This design comes from an exercise in tuning for small area on the open sky130 flow, not from production work.
In this exercise RTL edits were held to simulation tests only and were not proved equivalent to the original.
The clock port is modelled as an ideal driver, which makes a skipped or thinned clock tree look cheaper than it is; a real chip needs a root buffer or a tree.
Power figures rest on the tool's default switching activity, not on a simulated workload.

before:
## Topmodule
module Topmodule(
    input wire Clk,
    input wire Data,
    input wire Reset,
    input wire En,
    output reg Out
    );
    wire rst = Reset | ~En;
    reg [6:0] hi;
    reg [1:0] lo;
    wire sat = (hi >= 7'd124);
    always @(posedge Clk)
        if (rst) begin
            hi <= 7'd8;
            lo <= 2'd1;
        end else if (!sat) begin
            if (lo == 2'd2) begin
                lo <= 2'd0;
                hi <= hi + 1'b1;
            end else
                lo <= lo + 1'b1;
        end
    reg [5:0] L;
    always @(posedge Clk)
        L <= {L[4:0], Data};
    reg [53:0] r;
    wire ins0  = ((hi < 7'd24) || (hi == 7'd24 && lo <= 2'd0));
    wire in0   = Data & ((hi > 7'd16) || (hi == 7'd16 && lo >= 2'd2));
    wire ins6  = ((hi < 7'd15) || (hi == 7'd15 && lo <= 2'd2));
    wire ins30 = (((hi > 7'd24) || (hi == 7'd24 && lo >= 2'd0)) && ((hi < 7'd24) || (hi == 7'd24 && lo <= 2'd1)));
    wire ins29 = (((hi > 7'd24) || (hi == 7'd24 && lo >= 2'd1)) && ((hi < 7'd31) || (hi == 7'd31 && lo <= 2'd1)));
    wire b2223, b;
    always @(posedge Clk)
        r <= {r[52:30], ins30 ? b2223 : r[29], ins29 ? b : r[28], r[27:6], ins6 ? Data : r[5], r[4:0], ins0 ? in0 : r[53]};
    wire A = Data ^ L[1] ^ L[2] ^ L[4] ^ L[5];
    wire B = Data ^ L[0] ^ L[1] ^ L[2] ^ L[5];
  ...
For scale: ~160 cells after synthesis, about 5 I/O pins.
==> flow/config.mk <==
export PLATFORM = sky130hd
export DESIGN_NAME = Topmodule
export DESIGN_NICKNAME = Topmodule
export VERILOG_FILES = /design/flow/design.v
export SDC_FILE = /design/flow/constraint.sdc
export NUM_CORES = 4
export LEC_CHECK = 0
export CAP_MARGIN = 20
export CORE_MARGIN = 2
export CORE_UTILIZATION = 40
export SLEW_MARGIN = 20
==> flow/constraint.sdc <==
create_clock -name core_clock -period 12.0 [get_ports {Clk}]
set_input_delay 2.4000 -clock core_clock [delete_from_list [all_inputs] [get_ports {Clk}]]
set_output_delay 2.4000 -clock core_clock [all_outputs]
set_load 0.01 [all_outputs]
standard.sh (not shown) runs the stock make flow with config.mk's settings and CLKGATE_MAP_FILE= SYNTH_SCRIPT=/design/flow/synth_recipe.tcl, a recipe that flattens the netlist after the stock synthesis.
==> flow/flow/run.sh <==
#!/bin/bash
# Standard ORFS layout with three changes:
#  - the combinational part of the standard synthesis is re-mapped for area
#    (registers, their names and cell types untouched) before floorplanning:
#    four ABC runs with different seeds, the smallest result is kept;
#  - the clock tree is four leaf buffers, one per quarter of the
#    flip-flops, driven by the clock port (flow/clock.tcl, run after CTS);
#  - port buffers are the smallest buffer.
# Each tool's output goes to a log file of its own in the work folder.
set -euo pipefail
W=$(pwd)
R=$W/orfs/results/$FLOW_PLATFORM/Topmodule/base
export CTS_ARGS="-sink_clustering_enable -repair_clock_nets -dont_use_dummy_load -sink_clustering_size 30 -sink_clustering_max_diameter 200 -buf_list sky130_fd_sc_hd__clkbuf_4"
export BUFFER_PORTS_ARGS="-buffer_cell sky130_fd_sc_hd__buf_1"
export POST_CTS_TCL=$W/flow/clock.tcl
export CLOCK_LEAF_BUF=sky130_fd_sc_hd__buf_6
bash standard.sh synth > $W/flow_synth.log 2>&1
cp $R/1_2_yosys.v $W/standard_1_2_yosys.v
for s in 1 2 3 4; do
  REMAP_IN=$W/standard_1_2_yosys.v REMAP_OUT=$W/remap$s.v REMAP_STAT=$W/remap$s.stat \
  REMAP_ABC=$W/flow/remap$s.abc yosys -c $W/flow/remap.tcl > $W/flow_remap$s.log 2>&1 &
done
wait
best=$(for s in 1 2 3 4; do echo "$(awk '/Chip area/ {print $NF}' $W/remap$s.stat) $s"; done | sort -g | head -1 | cut -d' ' -f2)
echo "remap: areas $(grep -h 'Chip area' $W/remap?.stat | awk '{print $NF}' | tr '\n' ' '), keeping $best" > $W/flow_remap.log
cp $W/remap$best.v $R/1_2_yosys.v
bash standard.sh finish > $W/flow_finish.log 2>&1
==> flow/flow/clock.tcl <==
# Run after clock tree synthesis (POST_CTS_TCL). The design has few
# flip-flops, so the tree CTS built (a root and eight leaf buffers) is
# replaced by four leaf buffers, each driving the flip-flops of one quarter
# of the placement; the clock port drives the four buffers.
set block [ord::get_db_block]
set dbu [$block getDbUnitsPerMicron]
# Take out the buffers CTS made (named clkbuf_*_Clk): each one's loads go
# back on its input net. Nothing else (the port buffers in particular) is
# touched.
set tree {}
foreach inst [$block getInsts] {
  if {[string match "clkbuf_*_Clk" [$inst getName]]} { lappend tree $inst }
}
puts "clock.tcl: removing [llength $tree] clock tree buffers"
foreach inst $tree {
  set in_net [[$inst findITerm A] getNet]
  set out_net [[$inst findITerm X] getNet]
  foreach it [$out_net getITerms] {
    if {[[$it getInst] getName] ne [$inst getName]} {
      $it disconnect
      $it connect $in_net
    }
  }
  odb::dbInst_destroy $inst
  odb::dbNet_destroy $out_net
}
set flops {}
foreach pin [get_pins -of_objects [get_nets Clk]] {
  set it [sta::sta_to_db_pin $pin]
  if {$it eq "NULL"} { continue }
  set loc [[$it getInst] getLocation]
  lappend flops [list $pin [lindex $loc 0] [lindex $loc 1]]
}
set n [llength $flops]
puts "clock.tcl: $n clock sinks"
set sx [lsort -integer -index 1 $flops]
set h [expr {$n / 2}]
set groups {}
foreach half [list [lrange $sx 0 [expr {$h - 1}]] [lrange $sx $h end]] {
  set sy [lsort -integer -index 2 $half]
  set m [expr {[llength $sy] / 2}]
  lappend groups [lrange $sy 0 [expr {$m - 1}]] [lrange $sy $m end]
}
set i 0
foreach g $groups {
  set pins {}
  set cx 0
  set cy 0
  foreach f $g {
    lappend pins [lindex $f 0]
    set cx [expr {$cx + [lindex $f 1]}]
    set cy [expr {$cy + [lindex $f 2]}]
  }
  set k [llength $g]
  set x [expr {double($cx) / $k / $dbu}]
  set y [expr {double($cy) / $k / $dbu}]
  puts "clock.tcl: leaf $i drives $k flip-flops from $x $y"
  insert_buffer -buffer_cell $::env(CLOCK_LEAF_BUF) -net [get_nets Clk] -load_pins $pins \
    -location [list $x $y] -buffer_name clkleaf_$i -net_name clknet_leaf_$i
  incr i
}
foreach net [$block getNets] {
  if {[string match "clknet_*" [$net getName]] || [$net getName] eq "Clk"} { $net setSigType CLOCK }
}
detailed_placement
check_placement -verbose
estimate_parasitics -placement
report_clock_skew
Other scripts of this flow, unchanged in this note and not shown: flow/flow/remap.tcl, flow/flow/remap1.abc, flow/flow/remap2.abc, flow/flow/remap3.abc, flow/flow/remap4.abc
before: done, clean on timing, DRC and antenna
Setup changes, before to after
--- a/flow/flow/clock.tcl
+++ b/flow/flow/clock.tcl
@@ -7,3 +6,0 @@
-# Take out the buffers CTS made (named clkbuf_*_Clk): each one's loads go
-# back on its input net. Nothing else (the port buffers in particular) is
-# touched.
@@ -12 +9 @@
-  if {[string match "clkbuf_*_Clk" [$inst getName]]} { lappend tree $inst }
+  if {[string match "clkbuf_*_Clk" [$inst getName]]} { lappend tree [$inst getName] }
@@ -15,12 +12 @@
-foreach inst $tree {
-  set in_net [[$inst findITerm A] getNet]
-  set out_net [[$inst findITerm X] getNet]
-  foreach it [$out_net getITerms] {
-    if {[[$it getInst] getName] ne [$inst getName]} {
-      $it disconnect
-      $it connect $in_net
-    }
-  }
-  odb::dbInst_destroy $inst
-  odb::dbNet_destroy $out_net
-}
+remove_buffers [get_cells $tree]
Notes after the runs:
after has completed all stages; timing, DRC and antenna checks passed.
Wire length: after vs before up 24 µm
before and after ended up with nearly the same fill cell instance count of the final layout.
Going from before to after, clock share of power held, time the final worst path needs with I/O delays and setup went down 0.053 ns, worst setup slack went up 0.053 ns, largest voltage drop on the vdd net held, global-route usage over all layers held.
Relative to before, the via count measured on after has decreased slightly.
Kind of critical path: primary input to flip-flop -> before, flip-flop to output pin -> after
Comparing before and after, highest achievable clock rate is lower on before.


The RTL this note starts from:
==> flow/design.v <==
module Topmodule(
    input wire Clk,
    input wire Data,
    input wire Reset,
    input wire En,
    output reg Out
    );
    wire rst = Reset | ~En;
    reg [6:0] hi;
    reg [1:0] lo;
    wire sat = (hi >= 7'd122);
    always @(posedge Clk)
        if (rst) begin
            hi <= 7'd6;
            lo <= 2'd1;
        end else if (!sat) begin
            if (lo == 2'd2) begin
                lo <= 2'd0;
                hi <= hi + 1'b1;
            end else
                lo <= lo + 1'b1;
        end
    reg [5:0] L;
    always @(posedge Clk)
        L <= {L[4:0], Data};
    reg [53:0] r;
    wire ins0  = ((hi < 7'd22) || (hi == 7'd22 && lo <= 2'd0));
    wire in0   = Data & ((hi > 7'd14) || (hi == 7'd14 && lo >= 2'd2));
    wire ins6  = ((hi < 7'd13) || (hi == 7'd13 && lo <= 2'd2));
    wire ins30 = (((hi > 7'd22) || (hi == 7'd22 && lo >= 2'd0)) && ((hi < 7'd29) || (hi == 7'd29 && lo <= 2'd2)));
    wire b;
    always @(posedge Clk)
        r <= {r[52:30], ins30 ? b : r[29], r[28:6], ins6 ? Data : r[5], r[4:0], ins0 ? in0 : r[53]};
    wire l26 = Data, l25 = L[0], l24 = L[1], l23 = L[2];
    wire l21 = L[4], l20 = L[5];
    wire e3  = r[22], e2  = r[23], e1  = r[24], e0  = r[25];
    wire em1 = r[26], em2 = r[27], em3 = r[28], em4 = r[29];
    wire A26 = l26 ^ l24 ^ l23 ^ l21 ^ l20;
    wire B26 = l26 ^ l25 ^ l24 ^ l23 ^ l20;
    reg A25, B25;
    always @(posedge Clk) begin
        A25 <= A26;
        B25 <= B26;
    end
    wire A3  = e3 ^ e1 ^ e0 ^ em2 ^ em3;
    wire B2  = e2 ^ e1 ^ e0 ^ em1 ^ em4;
    wire cs6 = r[30] & ((hi > 7'd22) || (hi == 7'd22 && lo >= 2'd1));
    wire cs5 = r[31] & ((hi > 7'd22) || (hi == 7'd22 && lo >= 2'd2));
    wire cs4 = r[32] & ((hi > 7'd23) || (hi == 7'd23 && lo >= 2'd0));
    wire cs2 = r[34] & ((hi > 7'd23) || (hi == 7'd23 && lo >= 2'd2));
    wire cs1 = r[35] & ((hi > 7'd24) || (hi == 7'd24 && lo >= 2'd0));
    wire o1 = cs1 ^ cs2 ^ cs4 ^ cs5;
    wire o2 = cs1 ^ cs4 ^ cs5 ^ cs6;
    reg K1;
    always @(*) begin
        K1 = 1'b0;
        case ({hi, lo})
            {7'd22, 2'd0}: K1 = 1'b1;
            {7'd22, 2'd1}: K1 = 1'b1;
            {7'd24, 2'd2}: K1 = 1'b1;
            {7'd25, 2'd0}: K1 = 1'b1;
            {7'd25, 2'd1}: K1 = 1'b1;
            {7'd25, 2'd2}: K1 = 1'b1;
            {7'd26, 2'd0}: K1 = 1'b1;
            {7'd26, 2'd1}: K1 = 1'b1;
            {7'd27, 2'd1}: K1 = 1'b1;
            {7'd29, 2'd1}: K1 = 1'b1;
            {7'd29, 2'd2}: K1 = 1'b1;
            default: ;
        endcase
    end
    reg K2;
    always @(*) begin
        K2 = 1'b0;
        case ({hi, lo})
            {7'd22, 2'd1}: K2 = 1'b1;
            {7'd23, 2'd1}: K2 = 1'b1;
            {7'd23, 2'd2}: K2 = 1'b1;
            {7'd24, 2'd0}: K2 = 1'b1;
            {7'd25, 2'd0}: K2 = 1'b1;
            {7'd25, 2'd1}: K2 = 1'b1;
            {7'd26, 2'd0}: K2 = 1'b1;
            {7'd26, 2'd1}: K2 = 1'b1;
            {7'd26, 2'd2}: K2 = 1'b1;
            {7'd28, 2'd0}: K2 = 1'b1;
            {7'd28, 2'd1}: K2 = 1'b1;
            {7'd28, 2'd2}: K2 = 1'b1;
            {7'd29, 2'd0}: K2 = 1'b1;
            {7'd29, 2'd2}: K2 = 1'b1;
            default: ;
        endcase
    end
    reg u0;
    always @(*) begin
        u0 = 1'b0;
        case ({hi, lo})
            {7'd22, 2'd0}: u0 = 1'b1;
            default: ;
        endcase
    end
    reg u1;
    always @(*) begin
        u1 = 1'b0;
        case ({hi, lo})
            {7'd22, 2'd1}: u1 = 1'b1;
            default: ;
        endcase
    end
    wire p1 = (lo == 2'd0);    
    wire p2 = (lo == 2'd1);    
    wire F1 = (u1 ? A26 : p1 ? A25 : B2) ^ K1;
    wire F2 = ((u0 | u1) ? B26 : p2 ? B25 : A3) ^ K2;
    assign b = (F1 ^ o1) & (F2 ^ o2);
    always @(*)
        Out = ((((hi > 7'd97) || (hi == 7'd97 && lo >= 2'd1)) && ((hi < 7'd104) || (hi == 7'd104 && lo <= 2'd2))) && r[8]) |
              ((((hi > 7'd113) || (hi == 7'd113 && lo >= 2'd1)) && ((hi < 7'd121) || (hi == 7'd121 && lo <= 2'd0))) && r[33]);
endmodule
clock: 12.0 ns
lec_check: 0
cap_margin: 20
core_margin: 2
core_utilization: 40
slew_margin: 20
==> flow/flow/clock.tcl <==
# Run after clock tree synthesis (POST_CTS_TCL). The design has few
# flip-flops, so the tree CTS built (a root and eight leaf buffers) is
# replaced by four leaf buffers, each driving the flip-flops of one quarter
# of the placement; the clock port drives the four buffers.
set block [ord::get_db_block]
set dbu [$block getDbUnitsPerMicron]
set tree {}
foreach inst [$block getInsts] {
  if {[string match "clkbuf_*_Clk" [$inst getName]]} { lappend tree [$inst getName] }
}
puts "clock.tcl: removing [llength $tree] clock tree buffers"
remove_buffers [get_cells $tree]
set flops {}
foreach pin [get_pins -of_objects [get_nets Clk]] {
  set it [sta::sta_to_db_pin $pin]
  if {$it eq "NULL"} { continue }
  set loc [[$it getInst] getLocation]
  lappend flops [list $pin [lindex $loc 0] [lindex $loc 1]]
}
set n [llength $flops]
puts "clock.tcl: $n clock sinks"
set sx [lsort -integer -index 1 $flops]
set h [expr {$n / 2}]
set groups {}
foreach half [list [lrange $sx 0 [expr {$h - 1}]] [lrange $sx $h end]] {
  set sy [lsort -integer -index 2 $half]
  set m [expr {[llength $sy] / 2}]
  lappend groups [lrange $sy 0 [expr {$m - 1}]] [lrange $sy $m end]
}
set i 0
foreach g $groups {
  set pins {}
  set cx 0
  set cy 0
  foreach f $g {
    lappend pins [lindex $f 0]
    set cx [expr {$cx + [lindex $f 1]}]
    set cy [expr {$cy + [lindex $f 2]}]
  }
  set k [llength $g]
  set x [expr {double($cx) / $k / $dbu}]
  set y [expr {double($cy) / $k / $dbu}]
  puts "clock.tcl: leaf $i drives $k flip-flops from $x $y"
  insert_buffer -buffer_cell $::env(CLOCK_LEAF_BUF) -net [get_nets Clk] -load_pins $pins \
    -location [list $x $y] -buffer_name clkleaf_$i -net_name clknet_leaf_$i
  incr i
}
foreach net [$block getNets] {
  if {[string match "clknet_*" [$net getName]] || [$net getName] eq "Clk"} { $net setSigType CLOCK }
}
detailed_placement
check_placement -verbose
estimate_parasitics -placement
report_clock_skew
==> flow/flow/remap.tcl <==
# Re-map the combinational logic of the standard synthesis for area.
# The registers (their instances, names and cell types) are kept as they are.
# Reads REMAP_IN, writes REMAP_OUT and REMAP_STAT (its area), using the ABC
# script REMAP_ABC.
yosys -import
set lib $::env(FLOW_HOME)/platforms/sky130hd/lib/sky130_fd_sc_hd__tt_025C_1v80.lib
read_liberty -ignore_miss_func $lib
read_verilog $::env(REMAP_IN)
hierarchy -top $::env(FLOW_TOP)
blackbox sky130_fd_sc_hd__dfxtp_1
flatten
opt_clean -purge
abc -liberty $lib -dont_use *lpflow* -dont_use *probe* -script $::env(REMAP_ABC)
opt_clean -purge
hilomap -singleton -hicell sky130_fd_sc_hd__conb_1 HI -locell sky130_fd_sc_hd__conb_1 LO
insbuf -buf sky130_fd_sc_hd__buf_4 A X
opt_clean -purge
tee -o $::env(REMAP_STAT) stat -liberty $lib
write_verilog -noattr -nohex -nodec $::env(REMAP_OUT)
==> flow/flow/remap1.abc <==
strash
&get -n
&deepsyn -T 30 -S 1
&put
&get -n
&st
&dch
&nf -R 1000
&put
==> flow/flow/remap2.abc <==
strash
&get -n
&deepsyn -T 30 -S 2
&put
&get -n
&st
&dch
&nf -R 1000
&put
==> flow/flow/remap3.abc <==
strash
&get -n
&deepsyn -T 30 -S 3
&put
&get -n
&st
&dch
&nf -R 1000
&put
==> flow/flow/remap4.abc <==
strash
&get -n
&deepsyn -T 30 -S 4
&put
&get -n
&st
&dch
&nf -R 1000
&put
Scripts as last shown in full above: flow/flow/run.sh
Change:
--- a/flow/flow/run.sh
+++ b/flow/flow/run.sh
@@ -4,2 +4 @@
-#    (registers, their names and cell types untouched) before floorplanning:
-#    four ABC runs with different seeds, the smallest result is kept;
+#    (registers, their names and cell types untouched) before floorplanning;
@@ -19,8 +18,3 @@
-for s in 1 2 3 4; do
-  REMAP_IN=$W/standard_1_2_yosys.v REMAP_OUT=$W/remap$s.v REMAP_STAT=$W/remap$s.stat \
-  REMAP_ABC=$W/flow/remap$s.abc yosys -c $W/flow/remap.tcl > $W/flow_remap$s.log 2>&1 &
-done
-wait
-best=$(for s in 1 2 3 4; do echo "$(awk '/Chip area/ {print $NF}' $W/remap$s.stat) $s"; done | sort -g | head -1 | cut -d' ' -f2)
-echo "remap: areas $(grep -h 'Chip area' $W/remap?.stat | awk '{print $NF}' | tr '\n' ' '), keeping $best" > $W/flow_remap.log
-cp $W/remap$best.v $R/1_2_yosys.v
+REMAP_NETLIST=$R/1_2_yosys.v REMAP_ABC=$W/flow/remap.abc \
+  yosys -c $W/flow/remap.tcl > $W/flow_remap.log 2>&1
+touch $R/1_2_yosys.v
==> flow/flow/remap.abc (new file) <==
strash
&get -n
&deepsyn -T 30
&put
&get -n
&st
&dch
&nf -R 1000
&put
--- a/flow/flow/remap.tcl
+++ b/flow/flow/remap.tcl
@@ -3,2 +2,0 @@
-# Reads REMAP_IN, writes REMAP_OUT and REMAP_STAT (its area), using the ABC
-# script REMAP_ABC.
@@ -6,0 +5 @@
+set net $::env(REMAP_NETLIST)
@@ -8 +7 @@
-read_verilog $::env(REMAP_IN)
+read_verilog $net
@@ -12,0 +12 @@
+tee -o remap_before.stat stat -liberty $lib
@@ -18,2 +18,2 @@
-tee -o $::env(REMAP_STAT) stat -liberty $lib
-write_verilog -noattr -nohex -nodec $::env(REMAP_OUT)
+tee -o remap_after.stat stat -liberty $lib
+write_verilog -noattr -nohex -nodec $net
removed: flow/flow/remap1.abc
removed: flow/flow/remap2.abc
removed: flow/flow/remap3.abc
removed: flow/flow/remap4.abc
=>
- worst setup slack got worse by 0.41 ns
- via count fell by 1.3%
- final area barely changes
- final cell count fell by 2.0%
- global-route usage fell by 0.22 points
- die area barely changes
- synthesized area barely changes
- power rose by 0.89%
- sequential share of layout area hardly moves
- clock power rose by about 0.9%
- register-to-register slack improved by 0.12 ns
Change:
--- a/flow/flow/run.sh
+++ b/flow/flow/run.sh
@@ -5,2 +5 @@
-#  - the clock tree is four leaf buffers, one per quarter of the
-#    flip-flops, driven by the clock port (flow/clock.tcl, run after CTS);
+#  - clock tree synthesis uses small clock buffers and no dummy loads;
@@ -14,2 +12,0 @@
-export POST_CTS_TCL=$W/flow/clock.tcl
-export CLOCK_LEAF_BUF=sky130_fd_sc_hd__buf_6
removed: flow/flow/clock.tcl
After rerunning: Die area is unchanged; power went up by a few percent; routed wire length went down slightly; sequential power stays flat; worst hold slack gets worse by 0.013 ns; core utilization went up by 0.78 points; cell count went up by a few percent; maximum frequency went down slightly.

[port drivers added, routing unchanged]
No port has a modelled driver above. Below, the same layouts with a new extraction and two added sets of constraints.
Step 1, drivers: a clkbuf_16 drives Clk and a buf_2 each remaining input, both assumed.
Step 2 also shifts input and output timing later by t, the mid clock arrival at the registers, as if the neighbouring blocks saw the same clock.
a / b / c = no drivers / after step 1 / after step 2; a / b = the first two.
| run | t, ns | setup slack, ns | worst register clock-pin slew, ns | cell pins on the clock port's net |
|---|---|---|---|---|
| before | 0.181 | 7.967 / 8.000 / 7.819 | 0.10 / 0.10 | 4 |
| after | 0.180 | 8.021 / 7.970 / 7.935 | 0.11 / 0.11 | 4 |
| the first run of note 2 | 0.181 | 7.990 / 7.937 / 8.119 | 0.10 / 0.10 | 4 |
| the second run of note 2 | 0.185 | 7.583 / 7.528 / 7.713 | 0.11 / 0.11 | 4 |
| the third run of note 2 | 0.403 | 7.540 / 7.517 / 7.809 | 0.10 / 0.10 | 1 |
After both steps every run listed still meets setup and hold. For before, which loses most, drivers alone change the setup slack by +0.033 ns; drivers and shift together by -0.148 ns.
